This design comes from an exercise in tuning for small area, a short achievable clock period and few clock cycles per item on the open sky130 flow, not from production work.
Function was checked by simulation only, so behaviour that the tests miss may differ from the original.
Power figures rest on the tool's default switching activity, not on a simulated workload.

==> design/flow/design.v <==
module fpadd (
    clk, reset, start,
    a, b,
    sum,
    done
);
    input clk, reset, start;
    input [31:0] a, b;
    output [31:0] sum;
    output done;
    reg        done;
    reg [31:0] sum;
    wire [31:0] res;
    fpadd_comb u_comb (.a(a), .b(b), .y(res));
    always @(posedge clk) begin
        if (reset)
            done <= 1'b0;
        else if (start)
            done <= 1'b1;
        if (start)
            sum <= res;
    end
endmodule
module fpadd_comb (
    input  [31:0] a,
    input  [31:0] b,
    output [31:0] y
);
    wire [7:0]  ea = a[30:23];
    wire [7:0]  eb = b[30:23];
    wire        a_inf  = &ea;
    wire        b_inf  = &eb;
    wire        a_zero = ~|a[30:0];
    wire        b_zero = ~|b[30:0];
    wire        a_ge = a[30:0] >= b[30:0];
    wire [31:0] L = a_ge ? a : b;
    wire [31:0] S = a_ge ? b : a;
    wire [7:0]  d  = L[30:23] - S[30:23];
    wire [4:0]  sh = (|d[7:5]) ? 5'd31 : d[4:0];
    wire [23:0] Ml = {1'b1, L[22:0]};
    wire [23:0] Ms = {1'b1, S[22:0]};
    wire [23:0] F  = Ms >> sh;
    wire [23:0] lost_mask = ~(24'hffffff << sh);
    wire        sticky = |(Ms & lost_mask);
    wire        sub = L[31] ^ S[31];
    wire        c   = S[31] & sticky;
    wire [24:0] Fx  = sub ? ~{1'b0, F} : {1'b0, F};
    wire [24:0] R   = {1'b0, Ml} + Fx + {24'd0, sub ^ c};
    reg  [4:0]  lz;
    integer i;
    always @* begin
        lz = 5'd0;
        for (i = 0; i <= 23; i = i + 1)
            if (R[i]) lz = 5'd23 - i[4:0];
    end
    wire [23:0] Rn = R[23:0] << lz;
    wire        r_zero = ~|R;
    wire [7:0]  e_n = R[24] ? L[30:23] + 8'd1 : L[30:23] - {3'd0, lz};
    wire [22:0] m_n = R[24] ? R[23:1] : Rn[22:0];
    wire [31:0] norm = r_zero ? 32'd0 : {L[31], e_n, m_n};
    assign y = a_inf  ? a :
               b_inf  ? b :
               b_zero ? a :
               a_zero ? b : norm;
endmodule
==> design/flow/run.sh <==
#!/bin/bash
# synth_recipe.tcl (not shown) runs the flow's synth.tcl, then flattens the netlist and writes it again
# the make line also repeats each setting of config.mk as NAME=value (left out here)
make -C /OpenROAD-flow-scripts/flow DESIGN_CONFIG=/design/flow/config.mk WORK_HOME=/design/flow/orfs CLKGATE_MAP_FILE= SYNTH_SCRIPT=/design/flow/synth_recipe.tcl finish
==> design/flow/config.mk <==
export PLATFORM = sky130hd
export DESIGN_NAME = fpadd
export DESIGN_NICKNAME = fpadd
export VERILOG_FILES = /design/flow/design.v
export SDC_FILE = /design/flow/constraint.sdc
export NUM_CORES = 4
export LEC_CHECK = 0
export CAP_MARGIN = 20
export CORE_MARGIN = 2
export CORE_UTILIZATION = 40
export PLACE_DENSITY = 0.6
export SLEW_MARGIN = 20
==> design/flow/constraint.sdc <==
create_clock -name core_clock -period 8.0 [get_ports {clk}]
set_input_delay 1.6000 -clock core_clock [delete_from_list [all_inputs] [get_ports {clk}]]
set_output_delay 1.6000 -clock core_clock [all_outputs]
set_load 0.01 [all_outputs]
==> out/results.txt <==
The first global-routing pass estimated 86,200 um of wire. The beginning of the worst hold path was done. Yosys printed 2 warnings. Buffers placed on the I/O ports in this run total 99. For the worst supply voltage drop on vdd, the log shows 0.238 mV.

The routed via count divided by cell count came out at 6.44. The clock drives 33 sinks. The tightest slew margin relative to the limit is 0.343. The core region is 25,000 um2.

For the post-route setup TNS, the log shows -91.20 ns. The setup path with the least slack is of type input port to flop. After floorplanning, the core was divided into 58 placement rows. From left edge to right edge, the die measures 163 um.

The worst-case setup margin in the final layout was -3.51 ns; the number of top-level pins was 100. The distinct cell type count after synthesis came out at 97. For the final database, setup skew stands at 0 ns.

TritonCTS built the clock tree. The delay of the slowest cell on the worst path was 0.53 ns; the effective utilization at floorplan was 0.405. After clock tree synthesis, the clock-pin slew on the worst setup and hold paths is 0.05 ns.

The logs give 0.729 for the final design utilization and 45,700 um for the detailed placer's ending HPWL. The worst setup path is launched from an input port. The full die area was 26,600 um2.

Counting flops and latches in the post-synthesis netlist gives 33. The hold violation total from the final report was 0; the number of global-route vias before repair was 14.5k. Data on the critical path is required at its endpoint by 8.13 ns. The run gives 0 as the number of max-slew violations in the final report.

The most area-hungry cell type in the Yosys netlist is sky130_fd_sc_hd__edfxtp_1. The number of hold buffers added after cts came out at 0. In this run the critical register-to-register path is launched from done. The total chip power is 6.03 mW. The tools report the worst setup path startpoint as a[29].

Among cell families on the critical path, the largest total delay comes from compound AO/OA/AOI/OAI gates. For the aggregate routed wire length, the log shows 60,200 um. Summed over all cells, the static leakage comes to 7.97 nW. Proportion of synthesized chip area in sequential cells: 0.0968. The number of antenna violations at the first check in global routing was 2. When the netlist entered floorplanning its net count stood at 1,577. The tools report the post-route non-filler standard cell count as 2,417. The root buffer cell chosen for the clock tree is sky130_fd_sc_hd__clkbuf_16. The total setup violations reported at the end of the flow is 32. Counting the buffers created by CTS gives 5. The number of cells in the design after placement came out at 2,313. The ratio of final minimum period to clock period works out to 1.44. In the synthesized netlist the dominant register cell turns out to be sky130_fd_sc_hd__edfxtp_1. For the pin with the worst max-slew slack, the measured transition is 0.976 ns.

Across all layers, the routed design uses 15.6k vias. The slowest stage of the critical path belongs to the cell sky130_fd_sc_hd__mux4_2. The tools report the type of destination of the critical path as a flop. On the final layout, the worst hold slack is 0.531 ns. Counting both buffers and inverters, the worst setup path holds a total of 5. Derived from the worst setup path, the maximum achievable clock frequency is 86.8 MHz. The average routed wire per standard cell was 24.9 um; the global router's overall resource usage was 0.423. The share of flip-flops with an asynchronous set or reset came out at 0. For the detailed router's first-iteration violation count, the log shows 2,099.

The run finished, with violations left. The floorplan step set the die height to 163 um. The power density normalized to cell area works out to 330 nW/um2. The first detailed-routing pass ran for 7 iterations.

The path type of the worst min-delay path was flop to flop. The post-placement cell area was 15,700 um2; the highest fanout seen on the critical path was 4. The tools report the number of design rule violations left after detail routing as 0. Data on the critical path arrives at its endpoint at 11.65 ns. Ranked by total cell area, the synthesized netlist is headed by sky130_fd_sc_hd__edfxtp_1, sky130_fd_sc_hd__ha_1, sky130_fd_sc_hd__mux2i_1.

A clean result was blocked by negative setup slack. The tools report the final layout net count as 2,216. Before CTS, the worst setup slack after placement is -3.99 ns. Setup repair after global routing could not meet its margin everywhere. Entering global routing, the biggest net connects 45 pins.

The global placer's final weighted congestion is 1.07. The cell count after synthesis was 1,445. The finished cells cover 18,300 um2.

Global-route congestion overflow total: 0. The insertion delay of the later-clocked pin in the worst-skew pair is 0.28 ns. In this run the deepest clock path goes through 2 buffers. The tool flagged a number of max-cap violations equal to 0. The number of enable-type register cells in the synthesized netlist was 32; the level count of the clock H-tree was 2. The share of final-layout standard cells stronger than drive strength 1 is 0.492, and the top cell type's share of synthesized area is 0.0948. The area growth from synthesis to layout is 80.2%. The number of nets still failing antenna checks after routing was 0; the synthesized area per cell was 7.01 um2.

The cell area that synthesis handed to floorplanning was 10,100 um2. The smallest clock period supported by the final layout is computed as 11.51 ns.
what timing repair did:
item                                    4_1_cts  5_1_grt
buffers inserted                             69       45
endpoints found under the setup margin       32       32
gates cloned                                  5        0
resized for setup                           370      182
pin swaps                                    86      113
report_power, final:
part	switching, mW	internal, mW	leakage [nW]
clock network	0.0676	0.177	0.0938
registers	0.0206	0.334	0.321
logic	2.81	2.63	7.55
sequential cells by signal, summed over array words and instances (netlist names):
name and flops:
sum 32, done 1
layout make-up:
type                       instances  area, um2
antenna                            2       5.00
clock buffer                       5        125
clock inverter                     3       65.1
fill                            1957       6780
inverter                          59        263
multi-input combinational       1261      10500
sequential                        33        981
tap                              330        413
timing repair buffer             724       5910
logic make-up after synthesis:
family          after synthesis  share of synthesized area
compound gates              518                      0.350
buf+inv                     152                     0.0622
xor+xnor                     51                     0.0463
fa+ha+maj                    66                     0.0835
flops                        33                     0.0968
mux                         102                      0.106
simple gates                523                      0.255
final timing paths:
kind,to,slack [ns],cells past startpoint
max,sum[30],-3.51,50
min,done,0.53,2
max reg2reg,done,7.38,2
min reg2reg,done,0.53,2
layout by cell type (no fill, tap or decap), types with 10 or more instances in the layout:
cell type	n
sky130_fd_sc_hd__nor2_2	14
sky130_fd_sc_hd__o22ai_1	17
sky130_fd_sc_hd__buf_4	563
sky130_fd_sc_hd__a211o_1	12
sky130_fd_sc_hd__nand2_2	10
sky130_fd_sc_hd__nand4_1	25
sky130_fd_sc_hd__a211oi_1	23
sky130_fd_sc_hd__o21ai_2	16
sky130_fd_sc_hd__o21ai_1	19
sky130_fd_sc_hd__clkdlybuf4s50_1	37
sky130_fd_sc_hd__mux2_2	19
sky130_fd_sc_hd__nor4_1	27
sky130_fd_sc_hd__a31oi_1	14
sky130_fd_sc_hd__nand2_1	129
sky130_fd_sc_hd__nand2b_1	19
sky130_fd_sc_hd__a211oi_2	10
sky130_fd_sc_hd__nand3_1	28
sky130_fd_sc_hd__a21oi_2	27
sky130_fd_sc_hd__ha_4	33
sky130_fd_sc_hd__a221oi_2	10
sky130_fd_sc_hd__clkbuf_2	15
sky130_fd_sc_hd__nor2_1	117
sky130_fd_sc_hd__dlygate4sd2_1	13
sky130_fd_sc_hd__buf_2	11
sky130_fd_sc_hd__inv_2	26
sky130_fd_sc_hd__edfxtp_1	32
sky130_fd_sc_hd__a22oi_1	10
sky130_fd_sc_hd__or3_1	13
sky130_fd_sc_hd__or2_2	11
sky130_fd_sc_hd__inv_1	24
sky130_fd_sc_hd__nor3_1	30
sky130_fd_sc_hd__ha_1	28
sky130_fd_sc_hd__a21oi_1	71
sky130_fd_sc_hd__a21o_1	21
sky130_fd_sc_hd__xnor2_1	32
sky130_fd_sc_hd__o21ai_0	83
sky130_fd_sc_hd__o211ai_1	21
sky130_fd_sc_hd__mux2i_1	67
sky130_fd_sc_hd__buf_6	56
worst register-to-register path, cell delays in order, from the launching register on:
cell	delay, ns
sky130_fd_sc_hd__dfxtp_1	0.35
sky130_fd_sc_hd__nor2_1	0.06
sky130_fd_sc_hd__nor2_1	0.14
metal layers:
layer,global-route usage,up-vias,share of wire
met5,0,-,0
met4,0.196,0,0.063
met3,0.0714,270,0.10
met2,0.676,1135,0.44
met1,0.556,7290,0.39
li1,-,6874,-
Yosys cell counts (all sizes together), types with 7 or more instances:
| cell | instances |
|---|---|
| o22ai | 24 |
| ha | 62 |
| and2 | 11 |
| nand4 | 26 |
| o21ai | 120 |
| a221oi | 18 |
| o221ai | 8 |
| nand2b | 21 |
| mux2i | 74 |
| xor2 | 12 |
| o21a | 10 |
| a211oi | 36 |
| edfxtp | 32 |
| nor2 | 135 |
| clkbuf | 59 |
| and3 | 10 |
| inv | 59 |
| or2 | 13 |
| a21o | 21 |
| nand2 | 142 |
| nand3 | 36 |
| nor3 | 45 |
| o211a | 8 |
| mux2 | 26 |
| a2111oi | 7 |
| o31ai | 21 |
| a22oi | 15 |
| xnor2 | 39 |
| buf | 34 |
| a31oi | 20 |
| a21oi | 106 |
| a211o | 12 |
| or3 | 18 |
| and4 | 7 |
| o211ai | 21 |
| nor4 | 36 |
Testbench counts, summed over its fixed seeds: cycles 2,408, items 2,400.

==> re-timing with driven ports <==
The results above use ideal ports. As a check the final layout listed here was re-extracted and re-timed, cells and wires unchanged.
Step 1, drivers: a clkbuf_16 drives clk and a buf_2 each remaining input, both assumed.
Step 2 times the ports against the registers' clock, not the clock port: input delays grow and output delays shrink by t, the midpoint of the rising clock arrivals with the driver on.
Three values: ideal ports, drivers, drivers and shift; two values: the first two.
t, ns: 0.308
slack for setup (ns): -3.514 / -3.525 / -3.833
latest minus earliest clock arrival (ns): 0.007 / 0.006
worst slew at a driven data input, ns: 0.07
For this run, drivers alone change the setup slack by -0.011 ns; drivers and shift together by -0.319 ns.
